Background: an optimization exercise with open tools, aiming at small area and a short achievable clock period. Do not read the settings as production practice.
In this exercise RTL edits were held to simulation tests only and were not proved equivalent to the original.

## flow/design.v (module list and top-level ports; edited modules follow where they fit)
// module fir_pipe_1: 841 lines
// module fa3: 4 lines
module fir_pipe_1(
    input clk,
    input reset_p,
    input [15:0]x,
    output [15:0]y
    );
  // ...
==> flow/run.sh <==
#!/bin/bash
# synth_recipe.tcl (not shown) runs the flow's synth.tcl, then flattens the netlist and writes it again
# the make line also repeats each setting of config.mk as NAME=value (left out here)
make -C /OpenROAD-flow-scripts/flow DESIGN_CONFIG=/design/flow/config.mk WORK_HOME=/design/flow/orfs CLKGATE_MAP_FILE= SYNTH_SCRIPT=/design/flow/synth_recipe.tcl finish
==> flow/config.mk <==
export PLATFORM = sky130hd
export DESIGN_NAME = fir_pipe_1
export DESIGN_NICKNAME = fir_pipe_1
export VERILOG_FILES = /design/flow/design.v
export SDC_FILE = /design/flow/constraint.sdc
export NUM_CORES = 4
export LEC_CHECK = 0
export CAP_MARGIN = 20
export CORE_MARGIN = 2
export CORE_UTILIZATION = 40
export SLEW_MARGIN = 20
export SYNTH_HIERARCHICAL = 1
==> flow/constraint.sdc <==
create_clock -name core_clock -period 10.0 [get_ports {clk}]
set_input_delay 2.0000 -clock core_clock [delete_from_list [all_inputs] [get_ports {clk}]]
set_output_delay 2.0000 -clock core_clock [all_outputs]
set_load 0.01 [all_outputs]
==> flow_summary.ini, run 1 <==
[timing]
finalHoldViolCount = 0
rsz0062_at_grt = false

[hold_path]
hp-start = d[4][1]
min_path_type = reg -> reg

[route]
drcViolationCount = 0
via_count = 13290
dr_wl_met3_mm = 2.751
totalWireLength_mm = 58.30

[yosys]
synth_common_cells = dfrtp_1, fa_1, inv_1, ha_1, a21oi_1
synthFlopType = dfrtp_1
syn_area_mm2 = 0.02536
yosys_register_bits = 494
avgSynthCellArea_um2 = 15.12
synth_compound_area_share_pct = 6.961
synthTopCellsByArea = dfrtp_1, fa_1, ha_1
yosysMostFrequentCell = dfrtp_1

[clock_network]
cts_buffers = 51
hold_buffers = 0
cts.sinks = 494
tritoncts = yes

[setup_path]
critPathMaxFanout = 9
worstPathBufferInverterCount = 2
path_depth = 8
critical-path-max-stage-delay_ns = 0.73
cp_data_arrival_time_ns = 4.34

[placed_design]
dp_worst_setup_slack_ns = 5.806
hpwlAfterDp_mm = 45.20

[run_status]
outcome = complete, no violations

[cells_and_area]
regArea_mm2 = 0.01232
area_growth_pct = 12.76
regMostFlops = d
largest_cell_class = multi-input gates
nNonClkBuffers = 39

[die]
start_util_pct = 40.35
fp-row-count = 92
boundaryPins = 34

[global_route]
grt_pass1_wl_mm = 91.71
==> run 2: changes to the inputs <==
--- a/flow/design.v
+++ b/flow/design.v
@@ -17,27 +17,27 @@
     end
     reg [16:0] p0;
     reg [16:0] p1;
     reg [16:0] p2;
     reg [16:0] p3;
     reg [16:0] p4;
     always @(posedge clk or posedge reset_p) begin
         if (reset_p) begin
-            p0 <= 17'd0;
-            p1 <= 17'd0;
-            p2 <= 17'd0;
-            p3 <= 17'd0;
-            p4 <= 17'd0;
+            p0 <= 17'h0;
+            p1 <= 17'h0;
+            p2 <= 17'h0;
+            p3 <= 17'h0;
+            p4 <= 17'h0;
         end else begin
-            p0 <= {d[9][15], d[9]} + {d[19][15], d[19]};
-            p1 <= {d[10][15], d[10]} + {d[18][15], d[18]};
-            p2 <= {d[11][15], d[11]} + {d[17][15], d[17]};
-            p3 <= {d[12][15], d[12]} + {d[16][15], d[16]};
-            p4 <= {d[13][15], d[13]} + {d[15][15], d[15]};
+            p0 <= ({d[9][15], d[9]} + {d[19][15], d[19]});
+            p1 <= ({d[10][15], d[10]} + {d[18][15], d[18]});
+            p2 <= ({d[11][15], d[11]} + {d[17][15], d[17]});
+            p3 <= ({d[12][15], d[12]} + {d[16][15], d[16]});
+            p4 <= ({d[13][15], d[13]} + {d[15][15], d[15]});
         end
     end
     wire fs1, fc2;
     assign fs1 = p0[6] ^ p1[7];
     assign fc2 = p0[6] & p1[7];
     wire fs3, fc4;
     fa3 ufs3 (.a(p1[8]), .b(p1[3]), .c(p2[10]), .s(fs3), .co(fc4));
     wire fs5, fc6;
@@ -706,140 +706,140 @@
     fa3 ufs657 (.a(fc550), .b(fs555), .c(fc552), .s(fs657), .co(fc658));
     wire fs659, fc660;
     fa3 ufs659 (.a(p4[14]), .b(d[15][15]), .c(d[15][13]), .s(fs659), .co(fc660));
     wire fs661, fc662;
     fa3 ufs661 (.a(p3[16]), .b(~p3[15]), .c(fc556), .s(fs661), .co(fc662));
     wire fs663, fc664;
     fa3 ufs663 (.a(p3[16]), .b(p4[15]), .c(d[15][14]), .s(fs663), .co(fc664));
     wire fs665, fc666;
-    assign fs665 = p4[0] ^ d[15][0];
-    assign fc666 = p4[0] & ~d[15][0];
+    fa3 ufs665 (.a(fc640), .b(fs643), .c(~fs645), .s(fs665), .co(fc666));
     wire fs667, fc668;
-    fa3 ufs667 (.a(~p1[1]), .b(fc558), .c(fs561), .s(fs667), .co(fc668));
+    fa3 ufs667 (.a(fs647), .b(fc644), .c(~fc646), .s(fs667), .co(fc668));
     wire fs669, fc670;
-    fa3 ufs669 (.a(fc562), .b(fc560), .c(fs563), .s(fs669), .co(fc670));
+    fa3 ufs669 (.a(~fs651), .b(fc648), .c(fs653), .s(fs669), .co(fc670));
     wire fs671, fc672;
-    fa3 ufs671 (.a(fc564), .b(fs567), .c(~fc566), .s(fs671), .co(fc672));
+    fa3 ufs671 (.a(~fs655), .b(fc652), .c(fs657), .s(fs671), .co(fc672));
     wire fs673, fc674;
-    fa3 ufs673 (.a(~fc568), .b(fs571), .c(fc570), .s(fs673), .co(fc674));
+    fa3 ufs673 (.a(fs659), .b(~fc656), .c(fs661), .s(fs673), .co(fc674));
     wire fs675, fc676;
-    fa3 ufs675 (.a(~fc572), .b(fc574), .c(fs575), .s(fs675), .co(fc676));
+    fa3 ufs675 (.a(fc658), .b(fs673), .c(fc672), .s(fs675), .co(fc676));
     wire fs677, fc678;
-    fa3 ufs677 (.a(fc576), .b(fs579), .c(~fc578), .s(fs677), .co(fc678));
+    fa3 ufs677 (.a(p3[15]), .b(fc660), .c(fs663), .s(fs677), .co(fc678));
     wire fs679, fc680;
-    fa3 ufs679 (.a(fc580), .b(~fs585), .c(fs583), .s(fs679), .co(fc680));
+    fa3 ufs679 (.a(fc662), .b(fs677), .c(fc674), .s(fs679), .co(fc680));
     wire fs681, fc682;
-    fa3 ufs681 (.a(fc586), .b(fs587), .c(~fc584), .s(fs681), .co(fc682));
+    fa3 ufs681 (.a(p4[16]), .b(d[15][15]), .c(p3[16]), .s(fs681), .co(fc682));
     wire fs683, fc684;
-    fa3 ufs683 (.a(~fc588), .b(fc590), .c(fs591), .s(fs683), .co(fc684));
+    fa3 ufs683 (.a(fc664), .b(~fs681), .c(fc678), .s(fs683), .co(fc684));
+    reg [107:0] rr;
+    wire [107:0] rr_d = {fc684, fc682, fc680, fs683, fc676, fs679, fs675, fc670, fs671, fc654, fc668, fs669, fc650, fs667, fc666, fs649, fs665, fc642, fs641, fc638, fc636, fs639, fs637, fc634, fs635, fc632, fc630, fs633, fc628, fs631, fs629, fc626, fs627, fc624, fs625, fs623, fc620, fc622, fs619, fs621, fc618, fc616, fc614, fs617, fs615, fc612, fs613, fc610, fs611, fc608, fs609, fc606, fc604, fs607, fs605, fc602, fs603, fc600, fs601, fc598, fs599, fc596, fs597, fs595, fc594, fc592, fs593, fs591, fc590, fc588, fs589, fc584, fs587, fc586, fc582, fs583, fs585, fc580, fs581, fc578, fs579, fc576, fs577, fc574, fs575, fc572, fs573, fc570, fs571, fc568, fs569, fc566, fs567, fc564, fs565, fs563, fc560, fc562, fs559, fs561, fc558, p1[1], fs557, p1[0], d[15][0], p4[0], p2[0], p1[0]};
+    always @(posedge clk or posedge reset_p)
+        if (reset_p) rr <= 108'h14b8a4140212300030000222400;
+        else rr <= rr_d;
     wire fs685, fc686;
-    fa3 ufs685 (.a(~fc592), .b(fc594), .c(fs595), .s(fs685), .co(fc686));
+    assign fs685 = rr[2] ^ rr[5];
+    assign fc686 = rr[2] & rr[5];
     wire fs687, fc688;
-    fa3 ufs687 (.a(fc596), .b(~fc598), .c(fs599), .s(fs687), .co(fc688));
+    fa3 ufs687 (.a(rr[7]), .b(rr[8]), .c(rr[9]), .s(fs687), .co(fc688));
     wire fs689, fc690;
-    fa3 ufs689 (.a(fc602), .b(fs605), .c(~fc600), .s(fs689), .co(fc690));
+    fa3 ufs689 (.a(rr[10]), .b(rr[11]), .c(rr[12]), .s(fs689), .co(fc690));
     wire fs691, fc692;
-    fa3 ufs691 (.a(fs607), .b(~fc606), .c(fc604), .s(fs691), .co(fc692));
+    fa3 ufs691 (.a(rr[14]), .b(rr[15]), .c(~rr[16]), .s(fs691), .co(fc692));
     wire fs693, fc694;
-    fa3 ufs693 (.a(fc608), .b(fs611), .c(~fc610), .s(fs693), .co(fc694));
+    fa3 ufs693 (.a(rr[18]), .b(rr[21]), .c(~rr[19]), .s(fs693), .co(fc694));
     wire fs695, fc696;
-    fa3 ufs695 (.a(fc614), .b(fs617), .c(~fc612), .s(fs695), .co(fc696));
+    fa3 ufs695 (.a(rr[23]), .b(rr[24]), .c(~rr[22]), .s(fs695), .co(fc696));
     wire fs697, fc698;
-    fa3 ufs697 (.a(fc618), .b(fs621), .c(~fc616), .s(fs697), .co(fc698));
+    fa3 ufs697 (.a(rr[26]), .b(rr[27]), .c(~rr[28]), .s(fs697), .co(fc698));
     wire fs699, fc700;
-    fa3 ufs699 (.a(fc622), .b(fs625), .c(~fc620), .s(fs699), .co(fc700));
+    fa3 ufs699 (.a(rr[30]), .b(rr[32]), .c(~rr[31]), .s(fs699), .co(fc700));
     wire fs701, fc702;
-    fa3 ufs701 (.a(~fc624), .b(fc626), .c(fs629), .s(fs701), .co(fc702));
+    fa3 ufs701 (.a(rr[36]), .b(rr[37]), .c(~rr[34]), .s(fs701), .co(fc702));
     wire fs703, fc704;
-    fa3 ufs703 (.a(fc628), .b(fs631), .c(~fc630), .s(fs703), .co(fc704));
+    fa3 ufs703 (.a(rr[39]), .b(rr[40]), .c(~rr[38]), .s(fs703), .co(fc704));
     wire fs705, fc706;
-    fa3 ufs705 (.a(fc632), .b(fs635), .c(~fc634), .s(fs705), .co(fc706));
+    fa3 ufs705 (.a(rr[42]), .b(rr[45]), .c(~rr[43]), .s(fs705), .co(fc706));
     wire fs707, fc708;
-    fa3 ufs707 (.a(fs639), .b(fc636), .c(~fc638), .s(fs707), .co(fc708));
+    fa3 ufs707 (.a(rr[48]), .b(rr[49]), .c(~rr[46]), .s(fs707), .co(fc708));
     wire fs709, fc710;
-    fa3 ufs709 (.a(~fs645), .b(fc640), .c(fs643), .s(fs709), .co(fc710));
+    fa3 ufs709 (.a(rr[52]), .b(rr[53]), .c(~rr[50]), .s(fs709), .co(fc710));
     wire fs711, fc712;
-    fa3 ufs711 (.a(fs647), .b(fc644), .c(fs649), .s(fs711), .co(fc712));
+    fa3 ufs711 (.a(rr[56]), .b(rr[57]), .c(~rr[54]), .s(fs711), .co(fc712));
     wire fs713, fc714;
-    fa3 ufs713 (.a(fc648), .b(fs653), .c(fc650), .s(fs713), .co(fc714));
+    fa3 ufs713 (.a(rr[60]), .b(rr[61]), .c(~rr[58]), .s(fs713), .co(fc714));
     wire fs715, fc716;
-    fa3 ufs715 (.a(~fs655), .b(fc652), .c(fs657), .s(fs715), .co(fc716));
+    fa3 ufs715 (.a(rr[64]), .b(rr[65]), .c(~rr[62]), .s(fs715), .co(fc716));
     wire fs717, fc718;
-    fa3 ufs717 (.a(fs659), .b(~fc656), .c(fs661), .s(fs717), .co(fc718));
+    fa3 ufs717 (.a(rr[67]), .b(rr[68]), .c(~rr[66]), .s(fs717), .co(fc718));
     wire fs719, fc720;
-    fa3 ufs719 (.a(p3[15]), .b(fc660), .c(fs663), .s(fs719), .co(fc720));
+    fa3 ufs719 (.a(rr[70]), .b(rr[73]), .c(~rr[71]), .s(fs719), .co(fc720));
     wire fs721, fc722;
-    fa3 ufs721 (.a(p4[16]), .b(d[15][15]), .c(p3[16]), .s(fs721), .co(fc722));
-    reg [89:0] rr;
-    wire [89:0] rr_d = {fc722, fc664, fs721, fc720, fc662, fs719, fc718, fc658, fs717, fc716, fc654, fs715, fc714, fs651, fs713, fc712, fc646, fs711, fc710, fc642, fs709, fc708, fs641, fs707, fc706, fs637, fs705, fc704, fs633, fs703, fc702, fs627, fs701, fc700, fs623, fs699, fc698, fs619, fs697, fc696, fs615, fs695, fc694, fs613, fs693, fc692, fs609, fs691, fc690, fs603, fs689, fc688, fs601, fs687, fc686, fs597, fs685, fc684, fs593, fs683, fc682, fs589, fs681, fc680, fc582, fs679, fc678, fs581, fs677, fc676, fs577, fs675, fc674, fs573, fs673, fc672, fs569, fs671, fc670, fs565, fs669, fc668, fs559, fs667, fc666, fs557, p1[0], fs665, p2[0], p1[0]};
-    always @(posedge clk or posedge reset_p)
-        if (reset_p) rr <= 90'h84938e25c68938925b640;
-        else rr <= rr_d;
+    fa3 ufs721 (.a(rr[76]), .b(rr[77]), .c(~rr[74]), .s(fs721), .co(fc722));
     wire fs723, fc724;
-    assign fs723 = rr[4] ^ rr[2];
-    assign fc724 = rr[4] & ~rr[2];
+    fa3 ufs723 (.a(rr[80]), .b(rr[81]), .c(~rr[78]), .s(fs723), .co(fc724));
     wire fs725, fc726;
-    fa3 ufs725 (.a(rr[5]), .b(rr[6]), .c(rr[7]), .s(fs725), .co(fc726));
+    fa3 ufs725 (.a(rr[84]), .b(rr[85]), .c(~rr[82]), .s(fs725), .co(fc726));
     wire fs727, fc728;
-    fa3 ufs727 (.a(rr[8]), .b(rr[9]), .c(~rr[10]), .s(fs727), .co(fc728));
+    fa3 ufs727 (.a(rr[88]), .b(rr[89]), .c(~rr[86]), .s(fs727), .co(fc728));
     wire fs729, fc730;
-    fa3 ufs729 (.a(rr[11]), .b(rr[12]), .c(~rr[13]), .s(fs729), .co(fc730));
+    assign fs729 = rr[3] ^ rr[4];
+    assign fc730 = ~rr[3] & ~rr[4];
     wire fs731, fc732;
-    fa3 ufs731 (.a(rr[14]), .b(rr[16]), .c(~rr[15]), .s(fs731), .co(fc732));
+    fa3 ufs731 (.a(~rr[6]), .b(fc686), .c(fs687), .s(fs731), .co(fc732));
     wire fs733, fc734;
-    fa3 ufs733 (.a(~rr[18]), .b(rr[17]), .c(rr[19]), .s(fs733), .co(fc734));
+    fa3 ufs733 (.a(~rr[13]), .b(fc688), .c(fs689), .s(fs733), .co(fc734));
     wire fs735, fc736;
-    fa3 ufs735 (.a(rr[20]), .b(rr[21]), .c(~rr[22]), .s(fs735), .co(fc736));
+    fa3 ufs735 (.a(~rr[17]), .b(fc690), .c(fs691), .s(fs735), .co(fc736));
     wire fs737, fc738;
-    fa3 ufs737 (.a(rr[23]), .b(rr[24]), .c(~rr[25]), .s(fs737), .co(fc738));
+    fa3 ufs737 (.a(~rr[20]), .b(fc692), .c(fs693), .s(fs737), .co(fc738));
     wire fs739, fc740;
-    fa3 ufs739 (.a(rr[26]), .b(rr[28]), .c(~rr[27]), .s(fs739), .co(fc740));
+    fa3 ufs739 (.a(~rr[25]), .b(fc694), .c(fs695), .s(fs739), .co(fc740));
     wire fs741, fc742;
-    fa3 ufs741 (.a(~rr[30]), .b(rr[29]), .c(rr[31]), .s(fs741), .co(fc742));
+    fa3 ufs741 (.a(~rr[29]), .b(fc696), .c(fs697), .s(fs741), .co(fc742));
     wire fs743, fc744;
-    fa3 ufs743 (.a(rr[32]), .b(rr[34]), .c(~rr[33]), .s(fs743), .co(fc744));
+    fa3 ufs743 (.a(~rr[33]), .b(fc698), .c(fs699), .s(fs743), .co(fc744));
     wire fs745, fc746;
-    fa3 ufs745 (.a(~rr[37]), .b(rr[35]), .c(rr[36]), .s(fs745), .co(fc746));
+    fa3 ufs745 (.a(~rr[35]), .b(fc700), .c(fs701), .s(fs745), .co(fc746));
     wire fs747, fc748;
-    fa3 ufs747 (.a(~rr[39]), .b(rr[38]), .c(rr[40]), .s(fs747), .co(fc748));
+    fa3 ufs747 (.a(~rr[41]), .b(fc702), .c(fs703), .s(fs747), .co(fc748));
     wire fs749, fc750;
-    fa3 ufs749 (.a(rr[41]), .b(rr[43]), .c(~rr[42]), .s(fs749), .co(fc750));
+    fa3 ufs749 (.a(~rr[44]), .b(fc704), .c(fs705), .s(fs749), .co(fc750));
     wire fs751, fc752;
-    fa3 ufs751 (.a(~rr[46]), .b(rr[44]), .c(rr[45]), .s(fs751), .co(fc752));
+    fa3 ufs751 (.a(~rr[47]), .b(fc706), .c(fs707), .s(fs751), .co(fc752));
     wire fs753, fc754;
-    fa3 ufs753 (.a(~rr[48]), .b(rr[47]), .c(rr[49]), .s(fs753), .co(fc754));
+    fa3 ufs753 (.a(~rr[51]), .b(fc708), .c(fs709), .s(fs753), .co(fc754));
     wire fs755, fc756;
-    fa3 ufs755 (.a(rr[50]), .b(rr[51]), .c(~rr[52]), .s(fs755), .co(fc756));
+    fa3 ufs755 (.a(~rr[55]), .b(fc710), .c(fs711), .s(fs755), .co(fc756));
     wire fs757, fc758;
-    fa3 ufs757 (.a(rr[53]), .b(rr[54]), .c(~rr[55]), .s(fs757), .co(fc758));
+    fa3 ufs757 (.a(~rr[59]), .b(fc712), .c(fs713), .s(fs757), .co(fc758));
     wire fs759, fc760;
-    fa3 ufs759 (.a(rr[56]), .b(rr[57]), .c(~rr[58]), .s(fs759), .co(fc760));
+    fa3 ufs759 (.a(~rr[63]), .b(fc714), .c(fs715), .s(fs759), .co(fc760));
     wire fs761, fc762;
-    fa3 ufs761 (.a(rr[59]), .b(rr[61]), .c(~rr[60]), .s(fs761), .co(fc762));
+    fa3 ufs761 (.a(~rr[69]), .b(fc716), .c(fs717), .s(fs761), .co(fc762));
     wire fs763, fc764;
-    fa3 ufs763 (.a(~rr[64]), .b(rr[62]), .c(rr[63]), .s(fs763), .co(fc764));
+    fa3 ufs763 (.a(~rr[72]), .b(fc718), .c(fs719), .s(fs763), .co(fc764));
     wire fs765, fc766;
-    fa3 ufs765 (.a(~rr[67]), .b(rr[65]), .c(rr[66]), .s(fs765), .co(fc766));
+    fa3 ufs765 (.a(~rr[75]), .b(fc720), .c(fs721), .s(fs765), .co(fc766));
     wire fs767, fc768;
-    fa3 ufs767 (.a(~rr[70]), .b(rr[68]), .c(rr[69]), .s(fs767), .co(fc768));
+    fa3 ufs767 (.a(~rr[79]), .b(fc722), .c(fs723), .s(fs767), .co(fc768));
     wire fs769, fc770;
-    fa3 ufs769 (.a(~rr[73]), .b(rr[71]), .c(rr[72]), .s(fs769), .co(fc770));
+    fa3 ufs769 (.a(~rr[83]), .b(fc724), .c(fs725), .s(fs769), .co(fc770));
     wire fs771, fc772;
-    fa3 ufs771 (.a(~rr[76]), .b(rr[74]), .c(rr[75]), .s(fs771), .co(fc772));
+    fa3 ufs771 (.a(~rr[87]), .b(fc726), .c(fs727), .s(fs771), .co(fc772));
     wire fs773, fc774;
-    fa3 ufs773 (.a(~rr[78]), .b(rr[77]), .c(rr[79]), .s(fs773), .co(fc774));
+    fa3 ufs773 (.a(rr[90]), .b(~rr[91]), .c(fc728), .s(fs773), .co(fc774));
     wire fs775, fc776;
-    fa3 ufs775 (.a(rr[80]), .b(rr[81]), .c(rr[82]), .s(fs775), .co(fc776));
+    fa3 ufs775 (.a(rr[92]), .b(rr[93]), .c(rr[94]), .s(fs775), .co(fc776));
     wire fs777, fc778;
-    fa3 ufs777 (.a(rr[83]), .b(rr[84]), .c(rr[85]), .s(fs777), .co(fc778));
+    fa3 ufs777 (.a(rr[95]), .b(rr[96]), .c(rr[97]), .s(fs777), .co(fc778));
     wire fs779, fc780;
-    fa3 ufs779 (.a(rr[86]), .b(rr[88]), .c(~rr[87]), .s(fs779), .co(fc780));
-    wire [31:0] fa_ = {1'b0, fc780, fc778, fc776, ~fc774, ~fc772, ~fc770, ~fc768, ~fc766, ~fc764, fc762, fc760, fc758, fc756, ~fc754, ~fc752, fc750, ~fc748, ~fc746, fc744, ~fc742, fc740, fc738, fc736, ~fc734, fc732, fc730, fc728, fc726, fc724, ~fs723, rr[0]};
-    wire [31:0] fb_ = {1'b0, ~rr[89], fs779, fs777, fs775, ~fs773, ~fs771, ~fs769, ~fs767, ~fs765, ~fs763, fs761, fs759, fs757, fs755, ~fs753, ~fs751, fs749, ~fs747, ~fs745, fs743, ~fs741, fs739, fs737, fs735, ~fs733, fs731, fs729, fs727, fs725, ~rr[3], rr[1]};
+    fa3 ufs779 (.a(~rr[99]), .b(rr[98]), .c(rr[100]), .s(fs779), .co(fc780));
+    wire [31:0] fa_ = {1'b0, rr[107], rr[104], rr[102], ~fc780, ~fc778, ~fc776, fc774, fc772, fc770, fc768, fc766, fc764, fc762, fc760, fc758, fc756, fc754, fc752, fc750, fc748, fc746, fc744, fc742, fc740, fc738, fc736, fc734, fc732, fc730, fs729, rr[0]};
+    wire [31:0] fb_ = {1'b0, ~rr[106], rr[105], rr[103], rr[101], ~fs779, ~fs777, ~fs775, fs773, fs771, fs769, fs767, fs765, fs763, fs761, fs759, fs757, fs755, fs753, fs751, fs749, fs747, fs745, fs743, fs741, fs739, fs737, fs735, fs733, fs731, fs685, rr[1]};
     wire [31:0] acc = fa_ + fb_ + 32'd2147483648;
     reg [15:0] y_r;
     always @(posedge clk) y_r <= acc[31:16];
     assign y = y_r;
 endmodule
 module fa3(input a, input b, input c, output s, output co);
     assign s = a ^ b ^ c;
     assign co = (a & b) | (a & c) | (b & c);
==> flow/flow/run.sh (new file) <==
#!/bin/bash
# Standard layout flow, with the timing repair steps asked to leave a setup
# margin below the clock period (the constraints themselves are unchanged).
set -euo pipefail
bash standard.sh SETUP_SLACK_MARGIN=${FLOW_MARGIN:-6.9} finish > standard.log 2>&1
==> flow/standard.sh (new file) <==
#!/bin/bash
# synth_recipe.tcl (not shown) runs the flow's synth.tcl, then flattens the netlist and writes it again
# the make line also repeats each setting of config.mk as NAME=value (left out here)
make -C /OpenROAD-flow-scripts/flow DESIGN_CONFIG=/design/flow/config.mk WORK_HOME=/design/flow/orfs CLKGATE_MAP_FILE= SYNTH_SCRIPT=/design/flow/synth_recipe.tcl "${@:-finish}"
==> flow/config.mk (replaced) <==
export PLATFORM = sky130hd
export DESIGN_NAME = fir_pipe_1
export DESIGN_NICKNAME = fir_pipe_1
export VERILOG_FILES = /design/flow/design.v
export SDC_FILE = /design/flow/constraint.sdc
export NUM_CORES = 4
export LEC_CHECK = 0
export CAP_MARGIN = 20
export CORE_MARGIN = 2
export CORE_UTILIZATION = 40
export CTS_BUF_LIST = sky130_fd_sc_hd__clkbuf_8
export SLEW_MARGIN = 20
export SYNTH_HIERARCHICAL = 1
removed: flow/run.sh
==> flow_summary.ini, run 2 <==
[timing]
skew_ns = 0.03569
fin_crit_sh_pct = 33.62
timing.slew.headroom_pct = 54.99
whs_ns = 0.3230
rsz0062_at_grt = true
tns_ns = 0
finalHoldViolCount = 0
post-route-min-period_ns = 3.362
setup_viol_count_final = 0
drv_slew = 0
worst_pin_slew_ns = 0.6752
fmax_ghz = 0.2974

[global_route]
grt_antenna_before_repair = 3
grt_overflow_total = 0
grt_max_degree = 93
grt_pass1_vias = 15200
grt.total_usage_pct = 18.62
grt_pass1_wl_mm = 90.88

[route]
routed_via_density = 4.847
first_iter_violations = 829
drcViolationCount = 0
wl_per_cell_um = 21.14
drt_pass1_iterations = 5
ant_nets = 0
via_count = 13220
totalWireLength_mm = 57.65

[yosys]
yosys_warnings = 9
synthArstFlopShare_pct = 96.87
synthTopCellsByArea = dfrtp_1, fa_1, ha_1
avgSynthCellArea_um2 = 15.85
yosysMostFrequentCell = dfrtp_1
yosys_register_bits = 511
synth_cell_types = 51
ys_seq_area_share_pct = 50.40
yosys.area.top_type = dfrtp_1
syn_nets = 2117
syn_area_mm2 = 0.02527
synth_top_area_share_pct = 46.84
synth_common_cells = dfrtp_1, fa_1, inv_1, ha_1, a21oi_1
synth_cells = 1594
synthFlopType = dfrtp_1
synth_edf_count = 0

[die]
fp-row-count = 92
core_mm2 = 0.06274
boundaryPins = 34
die_area_mm2 = 0.06520
start_util_pct = 40.28
die_w_um = 255.3
fp.dieH_um = 255.3

[setup_path]
crit_required_ns = 10.58
critPathMaxFanout = 2
cp_data_arrival_time_ns = 3.94
slowest_stage = fa_1
crit_chain = fa_1, fa_1, ha_4, nand4_1, a21oi_2, o211ai_1, buf_4, buf_6, a2111oi_4, buf_4, o2111ai_4, nand3b_1, a21oi_2, xnor2_1
path_class = reg -> reg
cp-start-kind = register
path_depth = 14
reg2regPathDepth = 14
critical-path-max-stage-delay_ns = 0.55
worstPathBufferInverterCount = 3
cp-end-kind = register
crit_family = adder cells

[clock_network]
cts_root_buf = clkbuf_8
clock_latency_ns = 0.70
cts_buffer_depth = 3
path_clk_slew_ns = 0.06
cts_buffers = 86
tritoncts = yes
cts.sinks = 511
htree_num_levels = 3

[cells_and_area]
regMostFlops = d
drive_gt1_share_pct = 24.06
largest_reg_flops = 304
final_cells = 2727
area_growth_pct = 18.58
fin_util_pct = 47.76
fill_cells = 5368
largestRegisters = d x304, rr x106
final_common_cell = dfrtp_1
final_cell_mix = dfrtp_1, fa_1, inv_1
nNetsFinal = 2331

[hold_path]
min_path_cells = 0
min_path_type = reg -> reg

[placed_design]
io_buffers = 33
gp_congestion = 0.9420
dp.cells = 2479
hpwlAfterDp_mm = 41.68

[run]
cap_violations = 0

[run_status]
outcome = complete, no violations
## run 2: changes by cell type in the layout (fill, tap and decap cells not counted), sizes merged, moves of 7 or more
cell	before	now
xnor2	56	47
o21ai	61	26
nand2	37	29
buf	6	107
dfstp	34	22
a31o	9	2
a21oi	83	62
nand3	14	21
dfrtp	444	473
clkdlybuf4s50	33	17
nor2	59	50
nor3	10	28
a21o	34	27
clkbuf	69	107
## run 2: path summary, 6_finish.rpt
path                                from  endpoint  slack, ns
worst max-delay path               rr[7]    y_r[9]       6.64
worst min-delay path            d[8][13]  d[9][13]       0.32
worst max register to register     rr[7]    y_r[9]       6.64
worst min register to register  d[8][13]  d[9][13]       0.32
max in group asynchronous        reset_p   rr[102]       7.04
min in group asynchronous        reset_p  d[18][0]       1.86
## run 2: what timing repair did
item,CTS,global route
endpoints found under the setup margin,395,198
hold buffers,0,0
gates resized for setup,211,65
pin swaps,44,42
setup buffers,57,28
gates cloned,2,0
## run 2: cells by family (layout without fill, tap and decap cells)
logic type	count (synthesis)	after routing	share of synthesized area [%]
other	0	2	0
and+or+nand+nor	178	178	3.427
xor gates and xnor gates	71	71	2.461
adders and majority gates	505	505	36.36
AOI/OAI and AO/OA	197	197	5.398
buffers and inverters	132	417	1.961
DFF	511	511	50.40
## run 2: layout make-up
type                            count  area, µm²  share of cell area [%]
Antenna cell                        2      5.005                 0.01670
Clock buffer                      107       1473                   4.915
Sequential cell                   511      12830                   42.83
Inverter                          132      499.2                   1.666
Multi-Input combinational cell    951      12500                   41.73
Tap cell                          846       1059                   3.533
Timing Repair Buffer              126       1146                   3.825
Clock inverter                     52      445.4                   1.487
## run 2: through the flow
step	setup WS, ns	cell area [µm²]
global placement	5.723	26730
finish	6.638	29960
CTS	6.628	29500
floorplan	1.303	25280
global route	6.444	29960
detailed placement	5.655	26730
## run 2: layer usage
layer	routed length [µm]	share of wire [%]	vias up	track usage [%]
met4	2000	3.5	0	7.141
met1	25650	44	7072	25.64
met5	0	0	-	0
met3	2995	5.2	126	3.800
met2	27010	47	344	29.28
li1	-	-	5676	-
## run 2: per-module statistics from Yosys (local to each module, per instance)
module	cells inside	cell area, µm²	times used
fa3	1	20.02	377
fir_pipe_1	1217	17720	1

[separate check: timing with driven ports]
In the flow no input, the clock included, has a driving cell. The finished layouts below were timed again as built, in two steps.
Step 1: set_driving_cell puts a clkbuf_16 on clk and a buf_2 on each other input, an assumption about the parent block.
Step 2 adds t to the input delays and takes it off the output delays; t is the mean of the earliest and latest rising clock arrival at the registers after step 1. Input paths then give back, and output paths get back, about the clock's delay inside the block.
Slacks: no drivers / after step 1 / after step 2; pairs: no drivers / after step 1.
| run | t, ns | setup WS [ns] | worst register clock-pin slew, ns |
|---|---|---|---|
| run 1 | 0.670 | 6.144 / 6.144 / 6.041 | 0.07 / 0.07 |
| run 2 | 0.734 | 6.638 / 6.638 / 6.338 | 0.07 / 0.07 |
After both steps setup and hold are still met in every run listed. The setup slack of run 2, which loses most, moves by 0.000 ns with the drivers and by -0.300 ns with both steps. The worst setup slack also covers recovery checks on asynchronous resets.
